This design comes from an exercise in tuning for small area on the open sky130 flow, not from production work.
At most, simulation tests tie the RTL to the original design; equivalence was not proved.

## old
==> module Decoder, before the edit <==
module Decoder #(parameter BIN_WIDTH = 4)(
    input clk,
    input reset,
    input bypass,
    input [7:0] pState_in,
    input [1:0] n_bin,
    input [15:0] m_value_binRE_in,
    input [16:0] m_value_binEP0_in,
    input [16:0] m_value_binEP1_in,
    input [16:0] m_value_binEP2_in,
    input [16:0] m_value_binEP3_in,
    output wire [BIN_WIDTH - 1:0] bin,
    output wire [15:0] m_value_binRE_out,
    output wire [16:0] m_value_binEP0_out,
    output wire [16:0] m_value_binEP1_out,
    output wire [16:0] m_value_binEP2_out,
    output wire [16:0] m_value_binEP3_out,
    output wire [2:0] numBits,
    output wire mps_renorm,
    output wire lps
);
    reg [8:0] m_range;
    reg [15:0] m_value;
    wire b0, b1, b2, b3;
    wire [15:0] v0, v1, v2, v3;
    Decode_1xEP ep0 (.m_range(m_range), .e(m_value_binEP0_in), .bin_out(b0), .v(v0));
    Decode_1xEP ep1 (.m_range(m_range), .e(m_value_binEP1_in), .bin_out(b1), .v(v1));
    Decode_1xEP ep2 (.m_range(m_range), .e(m_value_binEP2_in), .bin_out(b2), .v(v2));
    Decode_1xEP ep3 (.m_range(m_range), .e(m_value_binEP3_in), .bin_out(b3), .v(v3));
    assign m_value_binEP0_out = {m_value, 1'b0};
    assign m_value_binEP1_out = {v0, 1'b0};
    assign m_value_binEP2_out = {v1, 1'b0};
    assign m_value_binEP3_out = {v2, 1'b0};
    wire sel0 = bypass & ~n_bin[1] & ~n_bin[0];
    wire sel1 = bypass & ~n_bin[1] &  n_bin[0];
    wire sel2 = bypass &  n_bin[1] & ~n_bin[0];
    wire sel3 = bypass &  n_bin[1] &  n_bin[0];
    wire [15:0] v_next = ({16{sel0}} & v0) | ({16{sel1}} & v1) | ({16{sel2}} & v2) |
                         ({16{sel3}} & v3) | ({16{~bypass}} & m_value_binRE_in);
    wire [3:0] bin_ep = {sel3 & b3, (sel2 | sel3) & b2, ~sel0 & b1, b0};
    wire [4:0] q = pState_in[6:2] ^ {5{pState_in[7]}};
    wire [3:0] r = m_range[8:5];
    wire [5:0] r3;  
    AddRipple #(5) a0 (.a({1'b0, r}), .b({r, 1'b0}), .ci(1'b0), .s(r3[4:0]), .co(r3[5]));
    wire [3:0] d0 = {q[1] & q[0], q[1] & ~q[0], ~q[1] & q[0], ~q[1] & ~q[0]};
    wire [3:0] d1 = {q[3] & q[2], q[3] & ~q[2], ~q[3] & q[2], ~q[3] & ~q[2]};
    wire [5:0] t0 = ({6{d0[1]}} & {2'b00, r}) | ({6{d0[2]}} & {1'b0, r, 1'b0}) | ({6{d0[3]}} & r3);
    wire [5:0] t1 = ({6{d1[1]}} & {2'b00, r}) | ({6{d1[2]}} & {1'b0, r, 1'b0}) | ({6{d1[3]}} & r3);
    wire [3:0] t2 = {4{q[4]}} & r;
    wire [5:0] x = {t1[5:4], t1[3:0]};               
    wire [5:0] y = {t2, 2'b00};                       
    wire [3:0] z = t0[5:2];                           
    wire [6:0] cs_s; wire [6:0] cs_c;
    assign cs_s[0] = x[0] ^ z[0];  assign cs_c[0] = x[0] & z[0];
    assign cs_s[1] = ~(x[1] ^ z[1]); assign cs_c[1] = x[1] | z[1];
    assign cs_s[2] = x[2] ^ y[2] ^ z[2]; assign cs_c[2] = (x[2] & y[2]) | (z[2] & (x[2] | y[2]));
    assign cs_s[3] = x[3] ^ y[3] ^ z[3]; assign cs_c[3] = (x[3] & y[3]) | (z[3] & (x[3] | y[3]));
    assign cs_s[4] = x[4] ^ y[4]; assign cs_c[4] = x[4] & y[4];
    assign cs_s[5] = x[5] ^ y[5]; assign cs_c[5] = x[5] & y[5];
    assign cs_s[6] = 1'b0; assign cs_c[6] = 1'b0;
    wire [6:0] fs; wire fco;
    AddRipple #(6) af (.a(cs_s[6:1]), .b(cs_c[5:0]), .ci(1'b0), .s(fs[6:1]), .co(fco));
    assign fs[0] = cs_s[0];
    wire [7:0] lpsr = {fs[6:0], t0[1]};
    wire [8:0] rl; wire rl_ge;
    SubRipple #(9) srl (.a(m_range), .b({1'b0, lpsr}), .d(rl), .ge(rl_ge));
    wire [8:0] a_lo; wire a_ge;
    SubRipple #(9) sva (.a(m_value[15:7]), .b(m_range), .d(a_lo), .ge(a_ge));
    wire [7:0] t_lo; wire t_c8;
    AddRipple #(8) at (.a(a_lo[7:0]), .b(lpsr), .ci(1'b0), .s(t_lo), .co(t_c8));
    wire t8 = a_lo[8] ^ t_c8;
    wire c9 = a_lo[8] & t_c8;
    wire t9 = ~a_ge ^ c9;             
    wire t10 = ~a_ge & ~c9;           
    wire [8:0] vd = {t8, t_lo};
    wire is_lps = ~t10 & (rl_ge | t9);
    wire lz2 = ~|lpsr[7:4];
    wire lz1 = (lpsr[7:5] == 3'b001) | (lpsr[7:4] == 4'b0001);
    wire lz0 = (lpsr[7:6] == 2'b01) | (lpsr[7:4] == 4'b0001) | (lpsr[7:2] == 6'b000001);
    wire [7:0] l1 = lz2 ? {lpsr[3:0], 4'b0000} : lpsr;
    wire [7:0] l2 = lz1 ? {l1[5:0], 2'b00} : l1;
    wire [6:0] l3 = lz0 ? l2[5:0] << 1 : l2[6:0];
    wire [2:0] nb = {lz2, lz1, lz0} + 3'd1;
    assign lps = is_lps;
    assign mps_renorm = is_lps | rl[8];
    assign numBits = is_lps ? nb : 3'd1;
    wire [15:0] sh0 = {vd[7:0], m_value[6:0], 1'b0};
    wire [15:0] sh1 = lz2 ? {sh0[11:0], 4'b0000} : sh0;
    wire [15:0] sh2 = lz1 ? {sh1[13:0], 2'b00} : sh1;
    wire [15:0] re_lps = lz0 ? {sh2[14:0], 1'b0} : sh2;
    wire [15:0] re_mps = rl[8] ? m_value : {m_value[14:0], 1'b0};
    assign m_value_binRE_out = is_lps ? re_lps : re_mps;
    wire [8:0] rng_lps = {1'b1, l3, 1'b0};
    wire [8:0] rng_mps = rl[8] ? rl : {rl[7:0], 1'b0};
    wire [8:0] rng_re = is_lps ? rng_lps : rng_mps;
    wire [3:0] bin_re = is_lps ? {3'b111, ~pState_in[7]} : {3'b000, pState_in[7]};
    assign bin = bypass ? bin_ep : bin_re;
    always @(posedge clk or posedge reset) begin
        if (reset) begin
            m_range <= 9'd510;
            m_value <= 16'd36049;
        end else begin
            m_value <= v_next;
            if (!bypass)
                m_range <= rng_re;
        end
    end
endmodule
export LEC_CHECK = 0
export ABC_AREA = 1
export CAP_MARGIN = 0
export CORE_MARGIN = 2
export CORE_UTILIZATION = 50
export SLEW_MARGIN = 0
create_clock -name core_clock -period 10.0 [get_ports {clk}]
standard.sh (not shown) runs the stock make flow with config.mk's settings and CLKGATE_MAP_FILE= SYNTH_SCRIPT=/design/flow/synth_recipe.tcl, a recipe that flattens the netlist after the stock synthesis.
==> flow/flow/run.sh <==
#!/bin/bash
# Standard ORFS layout with two changes:
#  1. after the standard synthesis, the combinational logic of its netlist is re-mapped by
#     ABC with area-oriented scripts, a few rounds, keeping the result whose area after an
#     unplaced timing repair (flow/a1.tcl) is smallest; the flip-flops are kept exactly as
#     the standard synthesis made them;
#  2. the port buffers use the smallest buffer cell, constant outputs share one tie cell and
#     the clock tree gets no dummy loads.
set -euo pipefail
HERE=$(pwd)
R=$HERE/orfs/results/sky130hd/Decoder/base
LIB=$FLOW_HOME/platforms/sky130hd/lib/sky130_fd_sc_hd__tt_025C_1v80.lib
DU=""
for c in probe_p_8 probec_p_8 lpflow_bleeder_1 lpflow_clkbufkapwr_1 lpflow_clkbufkapwr_16 \
  lpflow_clkbufkapwr_2 lpflow_clkbufkapwr_4 lpflow_clkbufkapwr_8 lpflow_clkinvkapwr_1 \
  lpflow_clkinvkapwr_16 lpflow_clkinvkapwr_2 lpflow_clkinvkapwr_4 lpflow_clkinvkapwr_8 \
  lpflow_inputiso0n_1 lpflow_inputiso0p_1 lpflow_inputiso1n_1 lpflow_inputiso1p_1 \
  lpflow_isobufsrc_1 lpflow_isobufsrc_16 lpflow_isobufsrc_2 lpflow_isobufsrc_4 \
  lpflow_isobufsrc_8 lpflow_isobufsrckapwr_16; do
  DU="$DU -dont_use sky130_fd_sc_hd__$c"
done

bash standard.sh synth > synth.log 2>&1
cp $R/1_2_yosys.v $HERE/std_synth.v

# one round: re-map the combinational logic of $1 with ABC script $3 into $2
remap() {
  yosys -l $2.log -p "
read_liberty -ignore_miss_func -overwrite -setattr liberty_cell $LIB
blackbox sky130_fd_sc_hd__df*
read_verilog -overwrite $1
hierarchy -top Decoder
flatten
opt_clean
abc -liberty $LIB $DU -script $3
opt_clean -purge
read_liberty -lib -overwrite $LIB
tee -o $2.stat stat -liberty $LIB
write_verilog -noattr -nohex -nodec $2
" > /dev/null
  awk '/Chip area/{print $NF}' $2.stat
}

a1() {
  A1_NETLIST=$1 A1_SDC=$HERE/constraint.sdc openroad -no_init -exit $HERE/flow/a1.tcl > $1.a1.log 2>&1
  awk '/^A1 /{print $2}' $1.a1.log
}

mkdir -p remap
cur=$HERE/std_synth.v
for round in 1 2 3 4 5; do
  round_best=""; round_area=1e9
  for s in s5 s9 s10; do
    out=$HERE/remap/r${round}_$s.v
    a=$(remap $cur $out $HERE/flow/$s.abc)
    c=$(a1 $out)
    echo "round $round $s area $a cost $c" >> remap/summary.txt
    if awk "BEGIN{exit !($a < $round_area)}"; then round_area=$a; round_best=$out; fi
  done
  cur=$round_best
done
best=$(awk '{print $7, $2, $3}' remap/summary.txt | sort -g | head -1 | awk -v d=$HERE/remap '{print d "/r" $2 "_" $3 ".v"}')
echo "best $best $(awk '{print $7}' remap/summary.txt | sort -g | head -1)" >> remap/summary.txt

yosys -l $HERE/finalize.log -p "
read_liberty -lib -overwrite $LIB
read_verilog $best
hierarchy -top Decoder
hilomap -singleton -hicell sky130_fd_sc_hd__conb_1 HI -locell sky130_fd_sc_hd__conb_1 LO
insbuf -buf sky130_fd_sc_hd__buf_1 A X
splitnets
opt_clean -purge
check -assert -mapped
stat -liberty $LIB
write_verilog -noattr -nohex -nodec $HERE/resyn.v
" > /dev/null

cp $HERE/resyn.v $R/1_2_yosys.v
rm -f $R/1_synth.odb $R/1_synth.sdc

export BUFFER_PORTS_ARGS="-buffer_cell sky130_fd_sc_hd__buf_1"
export SKIP_REPAIR_TIE_FANOUT=1
# clock tree without dummy loads
export CTS_ARGS="-sink_clustering_enable -repair_clock_nets -dont_use_dummy_load"
bash standard.sh > standard.log 2>&1
Other scripts of this flow, unchanged in this note and not shown: flow/flow/a1.tcl, flow/flow/s10.abc, flow/flow/s5.abc, flow/flow/s9.abc
old | status: complete | timing, DRC, antenna: pass
--- input diff old..new ---
--- a/flow/design.v
+++ b/flow/design.v
@@ -127,14 +127,24 @@
     wire t10 = ~a_ge & ~c9;           
     wire [8:0] vd = {t8, t_lo};
     wire is_lps = ~t10 & (rl_ge | t9);
     wire lz2 = ~|lpsr[7:4];
-    wire lz1 = (lpsr[7:5] == 3'b001) | (lpsr[7:4] == 4'b0001);
-    wire lz0 = (lpsr[7:6] == 2'b01) | (lpsr[7:4] == 4'b0001) | (lpsr[7:2] == 6'b000001);
     wire [7:0] l1 = lz2 ? {lpsr[3:0], 4'b0000} : lpsr;
+    wire lz1 = ~|l1[7:6];
     wire [7:0] l2 = lz1 ? {l1[5:0], 2'b00} : l1;
+    wire lz0 = ~l2[7];
     wire [6:0] l3 = lz0 ? l2[5:0] << 1 : l2[6:0];
-    wire [2:0] nb = {lz2, lz1, lz0} + 3'd1;
+    reg [2:0] nb;
+    always @(*) begin
+        casez (lpsr[7:3])
+            5'b1????: nb = 3'd1;
+            5'b01???: nb = 3'd2;
+            5'b001??: nb = 3'd3;
+            5'b0001?: nb = 3'd4;
+            5'b00001: nb = 3'd5;
+            default:  nb = 3'd6;
+        endcase
+    end
     assign lps = is_lps;
     assign mps_renorm = is_lps | rl[8];
     assign numBits = is_lps ? nb : 3'd1;
     wire [15:0] sh0 = {vd[7:0], m_value[6:0], 1'b0};
==> comparison <==
Density: new denser than old
Between old and new, core area is higher for old, new comes in under that.
new vs. old: post-route fraction of the period consumed by the critical path decreased 0.83 points; worst hold slack after final layout now sits lower.
In new, the final cell count came out 21 above the value in old.
No run of this note included a check of the RTL's function; only the layout flow was run.

---

== the reference run ==
Another version of the RTL of Decoder (not shown whole).
Size: roughly 190 I/O pins.
==> module Decoder, before the edit <==
module Decoder #(parameter BIN_WIDTH = 4)(
    input clk,
    input reset,
    input bypass,
    input [7:0] pState_in,
    input [1:0] n_bin,
    input [15:0] m_value_binRE_in,
    input [16:0] m_value_binEP0_in,
    input [16:0] m_value_binEP1_in,
    input [16:0] m_value_binEP2_in,
    input [16:0] m_value_binEP3_in,
    output wire [BIN_WIDTH - 1:0] bin,
    output wire [15:0] m_value_binRE_out,
    output wire [16:0] m_value_binEP0_out,
    output wire [16:0] m_value_binEP1_out,
    output wire [16:0] m_value_binEP2_out,
    output wire [16:0] m_value_binEP3_out,
    output wire [2:0] numBits,
    output wire mps_renorm,
    output wire lps
);
    reg [8:0] m_range;
    reg [15:0] m_value;
    wire b0, b1, b2, b3;
    wire [15:0] v0, v1, v2, v3;
    Decode_1xEP ep0 (.m_range(m_range), .e(m_value_binEP0_in), .bin_out(b0), .v(v0));
    Decode_1xEP ep1 (.m_range(m_range), .e(m_value_binEP1_in), .bin_out(b1), .v(v1));
    Decode_1xEP ep2 (.m_range(m_range), .e(m_value_binEP2_in), .bin_out(b2), .v(v2));
    Decode_1xEP ep3 (.m_range(m_range), .e(m_value_binEP3_in), .bin_out(b3), .v(v3));
    assign m_value_binEP0_out = {m_value, 1'b0};
    assign m_value_binEP1_out = {v0, 1'b0};
    assign m_value_binEP2_out = {v1, 1'b0};
    assign m_value_binEP3_out = {v2, 1'b0};
    wire sel0 = bypass & ~n_bin[1] & ~n_bin[0];
    wire sel1 = bypass & ~n_bin[1] &  n_bin[0];
    wire sel2 = bypass &  n_bin[1] & ~n_bin[0];
    wire sel3 = bypass &  n_bin[1] &  n_bin[0];
    wire [15:0] v_next = ({16{sel0}} & v0) | ({16{sel1}} & v1) | ({16{sel2}} & v2) |
                         ({16{sel3}} & v3) | ({16{~bypass}} & m_value_binRE_in);
    wire [3:0] bin_ep = {sel3 & b3, (sel2 | sel3) & b2, ~sel0 & b1, b0};
    wire [4:0] q = pState_in[6:2] ^ {5{pState_in[7]}};
    wire [3:0] r = m_range[8:5];
    wire [4:0] pp0 = q & {5{r[0]}};
    wire [4:0] pp1 = q & {5{r[1]}};
    wire [4:0] pp2 = q & {5{r[2]}};
    wire [4:0] pp3 = q & {5{r[3]}};
    wire [4:0] s1; wire c1;
    AddRipple #(5) a1 (.a({1'b0, pp0[4:1]}), .b(pp1), .ci(1'b0), .s(s1), .co(c1));
    wire [4:0] s2; wire c2;
    AddRipple #(5) a2 (.a({c1, s1[4:1]}), .b(pp2), .ci(1'b0), .s(s2), .co(c2));
    wire [4:0] s3; wire c3;
    AddRipple #(5) a3 (.a({c2, s2[4:1]}), .b(pp3), .ci(1'b1), .s(s3), .co(c3));
    wire [7:0] lpsr = {c3, s3, s2[0], s1[0]};
    wire [8:0] rl; wire rl_ge;
    SubRipple #(9) srl (.a(m_range), .b({1'b0, lpsr}), .d(rl), .ge(rl_ge));
    wire [8:0] a_lo; wire a_ge;
    SubRipple #(9) sva (.a(m_value[15:7]), .b(m_range), .d(a_lo), .ge(a_ge));
    wire [7:0] t_lo; wire t_c8;
    AddRipple #(8) at (.a(a_lo[7:0]), .b(lpsr), .ci(1'b0), .s(t_lo), .co(t_c8));
    wire t8 = a_lo[8] ^ t_c8;
    wire c9 = a_lo[8] & t_c8;
    wire t9 = ~a_ge ^ c9;             
    wire t10 = ~a_ge & ~c9;           
    wire [8:0] vd = {t8, t_lo};
    wire is_lps = ~t10 & (rl_ge | t9);
    wire lz2 = ~|lpsr[7:4];
    wire [7:0] l1 = lz2 ? {lpsr[3:0], 4'b0000} : lpsr;
    wire lz1 = ~|l1[7:6];
    wire [7:0] l2 = lz1 ? {l1[5:0], 2'b00} : l1;
    wire lz0 = ~l2[7];
    wire [6:0] l3 = lz0 ? l2[5:0] << 1 : l2[6:0];
    wire [2:0] nb = {lz2, lz1, lz0} + 3'd1;
    assign lps = is_lps;
    assign mps_renorm = is_lps | rl[8];
    assign numBits = is_lps ? nb : 3'd1;
    wire [15:0] sh0 = {vd[7:0], m_value[6:0], 1'b0};
    wire [15:0] sh1 = lz2 ? {sh0[11:0], 4'b0000} : sh0;
    wire [15:0] sh2 = lz1 ? {sh1[13:0], 2'b00} : sh1;
    wire [15:0] re_lps = lz0 ? {sh2[14:0], 1'b0} : sh2;
    wire [15:0] re_mps = rl[8] ? m_value : {m_value[14:0], 1'b0};
    assign m_value_binRE_out = is_lps ? re_lps : re_mps;
    wire [8:0] rng_lps = {1'b1, l3, 1'b0};
    wire [8:0] rng_mps = rl[8] ? rl : {rl[7:0], 1'b0};
    wire [8:0] rng_re = is_lps ? rng_lps : rng_mps;
    wire [3:0] bin_re = is_lps ? {3'b111, ~pState_in[7]} : {3'b000, pState_in[7]};
    assign bin = bypass ? bin_ep : bin_re;
    always @(posedge clk or posedge reset) begin
        if (reset) begin
            m_range <= 9'd510;
            m_value <= 16'd36049;
        end else begin
            m_value <= v_next;
            if (!bypass)
                m_range <= rng_re;
        end
    end
endmodule
Settings: LEC_CHECK=0, ABC_AREA=1, CAP_MARGIN=0, CORE_MARGIN=2, CORE_UTILIZATION=50, SLEW_MARGIN=0; clock period 10.0 ns.
==> flow/flow/run.sh <==
#!/bin/bash
# Standard ORFS layout with two changes:
#  1. after the standard synthesis, the combinational logic of its netlist is re-mapped by
#     ABC with area-oriented scripts, a few rounds, keeping the smallest result (the
#     flip-flops are kept exactly as the standard synthesis made them);
#  2. the port buffers use the smallest buffer cell.
set -euo pipefail
HERE=$(pwd)
R=$HERE/orfs/results/sky130hd/Decoder/base
LIB=$FLOW_HOME/platforms/sky130hd/lib/sky130_fd_sc_hd__tt_025C_1v80.lib
DU=""
for c in probe_p_8 probec_p_8 lpflow_bleeder_1 lpflow_clkbufkapwr_1 lpflow_clkbufkapwr_16 \
  lpflow_clkbufkapwr_2 lpflow_clkbufkapwr_4 lpflow_clkbufkapwr_8 lpflow_clkinvkapwr_1 \
  lpflow_clkinvkapwr_16 lpflow_clkinvkapwr_2 lpflow_clkinvkapwr_4 lpflow_clkinvkapwr_8 \
  lpflow_inputiso0n_1 lpflow_inputiso0p_1 lpflow_inputiso1n_1 lpflow_inputiso1p_1 \
  lpflow_isobufsrc_1 lpflow_isobufsrc_16 lpflow_isobufsrc_2 lpflow_isobufsrc_4 \
  lpflow_isobufsrc_8 lpflow_isobufsrckapwr_16; do
  DU="$DU -dont_use sky130_fd_sc_hd__$c"
done

bash standard.sh synth > synth.log 2>&1
cp $R/1_2_yosys.v $HERE/std_synth.v

# one round: re-map the combinational logic of $1 with ABC script $3 into $2
remap() {
  yosys -l $2.log -p "
read_liberty -ignore_miss_func -overwrite -setattr liberty_cell $LIB
blackbox sky130_fd_sc_hd__df*
read_verilog -overwrite $1
hierarchy -top Decoder
flatten
opt_clean
abc -liberty $LIB $DU -script $3
opt_clean -purge
read_liberty -lib -overwrite $LIB
tee -o $2.stat stat -liberty $LIB
write_verilog -noattr -nohex -nodec $2
" > /dev/null
  awk '/Chip area/{print $NF}' $2.stat
}

mkdir -p remap
best=$HERE/std_synth.v
best_area=1e9
cur=$HERE/std_synth.v
for round in 1 2 3 4 5; do
  round_best=""; round_area=1e9
  for s in s5 s9 s10; do
    out=$HERE/remap/r${round}_$s.v
    a=$(remap $cur $out $HERE/flow/$s.abc)
    echo "round $round $s area $a" >> remap/summary.txt
    if awk "BEGIN{exit !($a < $round_area)}"; then round_area=$a; round_best=$out; fi
  done
  cur=$round_best
  if awk "BEGIN{exit !($round_area < $best_area)}"; then best_area=$round_area; best=$round_best; fi
done
echo "best $best $best_area" >> remap/summary.txt

yosys -l $HERE/finalize.log -p "
read_liberty -lib -overwrite $LIB
read_verilog $best
hierarchy -top Decoder
hilomap -singleton -hicell sky130_fd_sc_hd__conb_1 HI -locell sky130_fd_sc_hd__conb_1 LO
insbuf -buf sky130_fd_sc_hd__buf_1 A X
splitnets
opt_clean -purge
check -assert -mapped
stat -liberty $LIB
write_verilog -noattr -nohex -nodec $HERE/resyn.v
" > /dev/null

cp $HERE/resyn.v $R/1_2_yosys.v
rm -f $R/1_synth.odb $R/1_synth.sdc

export BUFFER_PORTS_ARGS="-buffer_cell sky130_fd_sc_hd__buf_1"
bash standard.sh > standard.log 2>&1
Other scripts of this flow, unchanged in this note and not shown: flow/flow/s10.abc, flow/flow/s5.abc, flow/flow/s9.abc
### the reference run -> the trial run
==> flow/design.v, changed modules only <==
module Decoder #(parameter BIN_WIDTH = 4)(
    input clk,
    input reset,
    input bypass,
    input [7:0] pState_in,
    input [1:0] n_bin,
    input [15:0] m_value_binRE_in,
    input [16:0] m_value_binEP0_in,
    input [16:0] m_value_binEP1_in,
    input [16:0] m_value_binEP2_in,
    input [16:0] m_value_binEP3_in,
    output wire [BIN_WIDTH - 1:0] bin,
    output wire [15:0] m_value_binRE_out,
    output wire [16:0] m_value_binEP0_out,
    output wire [16:0] m_value_binEP1_out,
    output wire [16:0] m_value_binEP2_out,
    output wire [16:0] m_value_binEP3_out,
    output wire [2:0] numBits,
    output wire mps_renorm,
    output wire lps
);
    reg [8:0] m_range;
    reg [15:0] m_value;
    wire b0, b1, b2, b3;
    wire [15:0] v0, v1, v2, v3;
    Decode_1xEP ep0 (.m_range(m_range), .e(m_value_binEP0_in), .bin_out(b0), .v(v0));
    Decode_1xEP ep1 (.m_range(m_range), .e(m_value_binEP1_in), .bin_out(b1), .v(v1));
    Decode_1xEP ep2 (.m_range(m_range), .e(m_value_binEP2_in), .bin_out(b2), .v(v2));
    Decode_1xEP ep3 (.m_range(m_range), .e(m_value_binEP3_in), .bin_out(b3), .v(v3));
    assign m_value_binEP0_out = {m_value, 1'b0};
    assign m_value_binEP1_out = {v0, 1'b0};
    assign m_value_binEP2_out = {v1, 1'b0};
    assign m_value_binEP3_out = {v2, 1'b0};
    wire sel0 = bypass & ~n_bin[1] & ~n_bin[0];
    wire sel1 = bypass & ~n_bin[1] &  n_bin[0];
    wire sel2 = bypass &  n_bin[1] & ~n_bin[0];
    wire sel3 = bypass &  n_bin[1] &  n_bin[0];
    wire [15:0] v_next = ({16{sel0}} & v0) | ({16{sel1}} & v1) | ({16{sel2}} & v2) |
                         ({16{sel3}} & v3) | ({16{~bypass}} & m_value_binRE_in);
    wire [3:0] bin_ep = {sel3 & b3, (sel2 | sel3) & b2, ~sel0 & b1, b0};
    wire [4:0] q = pState_in[6:2] ^ {5{pState_in[7]}};
    wire [3:0] r = m_range[8:5];
    wire [4:0] pp0 = q & {5{r[0]}};
    wire [4:0] pp1 = q & {5{r[1]}};
    wire [4:0] pp2 = q & {5{r[2]}};
    wire [4:0] pp3 = q & {5{r[3]}};
    wire [4:0] s1; wire c1;
    AddRipple #(5) a1 (.a({1'b0, pp0[4:1]}), .b(pp1), .ci(1'b0), .s(s1), .co(c1));
    wire [4:0] s2; wire c2;
    AddRipple #(5) a2 (.a({c1, s1[4:1]}), .b(pp2), .ci(1'b0), .s(s2), .co(c2));
    wire [4:0] s3; wire c3;
    AddRipple #(5) a3 (.a({c2, s2[4:1]}), .b(pp3), .ci(1'b1), .s(s3), .co(c3));
    wire [7:0] lpsr = {c3, s3, s2[0], s1[0]};
    wire [8:0] rl; wire rl_ge;
    SubRipple #(9) srl (.a(m_range), .b({1'b0, lpsr}), .d(rl), .ge(rl_ge));
    wire [8:0] a_lo; wire a_ge;
    SubRipple #(9) sva (.a(m_value[15:7]), .b(m_range), .d(a_lo), .ge(a_ge));
    wire [7:0] t_lo; wire t_c8;
    AddRipple #(8) at (.a(a_lo[7:0]), .b(lpsr), .ci(1'b0), .s(t_lo), .co(t_c8));
    wire t8 = a_lo[8] ^ t_c8;
    wire c9 = a_lo[8] & t_c8;
    wire t9 = ~a_ge ^ c9;             
    wire t10 = ~a_ge & ~c9;           
    wire [8:0] vd = {t8, t_lo};
    wire is_lps = ~t10 & (rl_ge | t9);
    reg [2:0] nb;
    always @(*) begin
        casez (lpsr[7:3])
            5'b1????: nb = 3'd1;
            5'b01???: nb = 3'd2;
            5'b001??: nb = 3'd3;
            5'b0001?: nb = 3'd4;
            5'b00001: nb = 3'd5;
            default:  nb = 3'd6;
        endcase
    end
    assign lps = is_lps;
    assign mps_renorm = is_lps | rl[8];
    assign numBits = is_lps ? nb : 3'd1;
    wire [15:0] re_lps = {vd, m_value[6:0]} << nb;
    wire [15:0] re_mps = rl[8] ? m_value : {m_value[14:0], 1'b0};
    assign m_value_binRE_out = is_lps ? re_lps : re_mps;
    wire [7:0] lps_sh = lpsr << nb;
    wire [8:0] rng_lps = {1'b1, lps_sh};   
    wire [8:0] rng_mps = rl[8] ? rl : {rl[7:0], 1'b0};
    wire [8:0] rng_re = is_lps ? rng_lps : rng_mps;
    wire [3:0] bin_re = is_lps ? {3'b111, ~pState_in[7]} : {3'b000, pState_in[7]};
    assign bin = bypass ? bin_ep : bin_re;
    always @(posedge clk or posedge reset) begin
        if (reset) begin
            m_range <= 9'd510;
            m_value <= 16'd36049;
        end else begin
            m_value <= v_next;
            if (!bypass)
                m_range <= rng_re;
        end
    end
endmodule
[summary]
- Taking the reference run as the reference, in the trial run number of standard cells after synthesis now larger; timing-limited maximum frequency now larger; largest net degree at the start of global routing now smaller.
- Initial antenna violation count for the trial run is lower than for the reference run.
- Data arrival time of the critical path: the trial run lower than the reference run
- Register-to-register slack came out higher on the trial run than on the reference run.
- Of the two candidates, the reference run has the better first-pass GRT wire length and the trial run the worse one.
- Slowest library cell on the worst path: a32o_1 -> the reference run, or2_0 -> the trial run
- Lower worst setup slack goes to the reference run over the trial run.
- m_value_binRE_out[5] as the capturing instance or port of the critical path was reported by the reference run, and m_value_binRE_out[4] by the trial run.
- In the trial run the number of inverters outside the clock class in the layout turned out about 13% higher than in the reference run.
No functional check of the RTL was part of the reference run.

-- separate check: timing with driven ports --
The flow's constraints put no driver on any port. The routed layouts listed below were extracted and timed again, unchanged, in two steps. Step 1 assumes that a clkbuf_16 drives the clock port and a buf_2 every other input. Step 2 adds t to the input delays and takes it off the output delays; t is the mean of the earliest and latest rising clock arrival at the registers after step 1. Input paths then give back, and output paths get back, about the clock's delay inside the block. Slacks: ideal ports / drivers / drivers and shift; pairs: ideal ports / drivers.
run | t, ns | setup WS [ns] | worst setup path after step 2
old | 0.285 | 0.656 / 0.631 / 0.631 | input to output
new | 0.292 | 0.739 / 0.719 / 0.719 | input to output
the reference run | 0.297 | 0.502 / 0.480 / 0.480 | input to output
the trial run | 0.298 | 0.580 / 0.560 / 0.560 | input to output
After both steps every run listed still meets setup and hold. For old, which loses most, drivers alone change the setup slack by -0.025 ns; drivers and shift together by -0.025 ns.
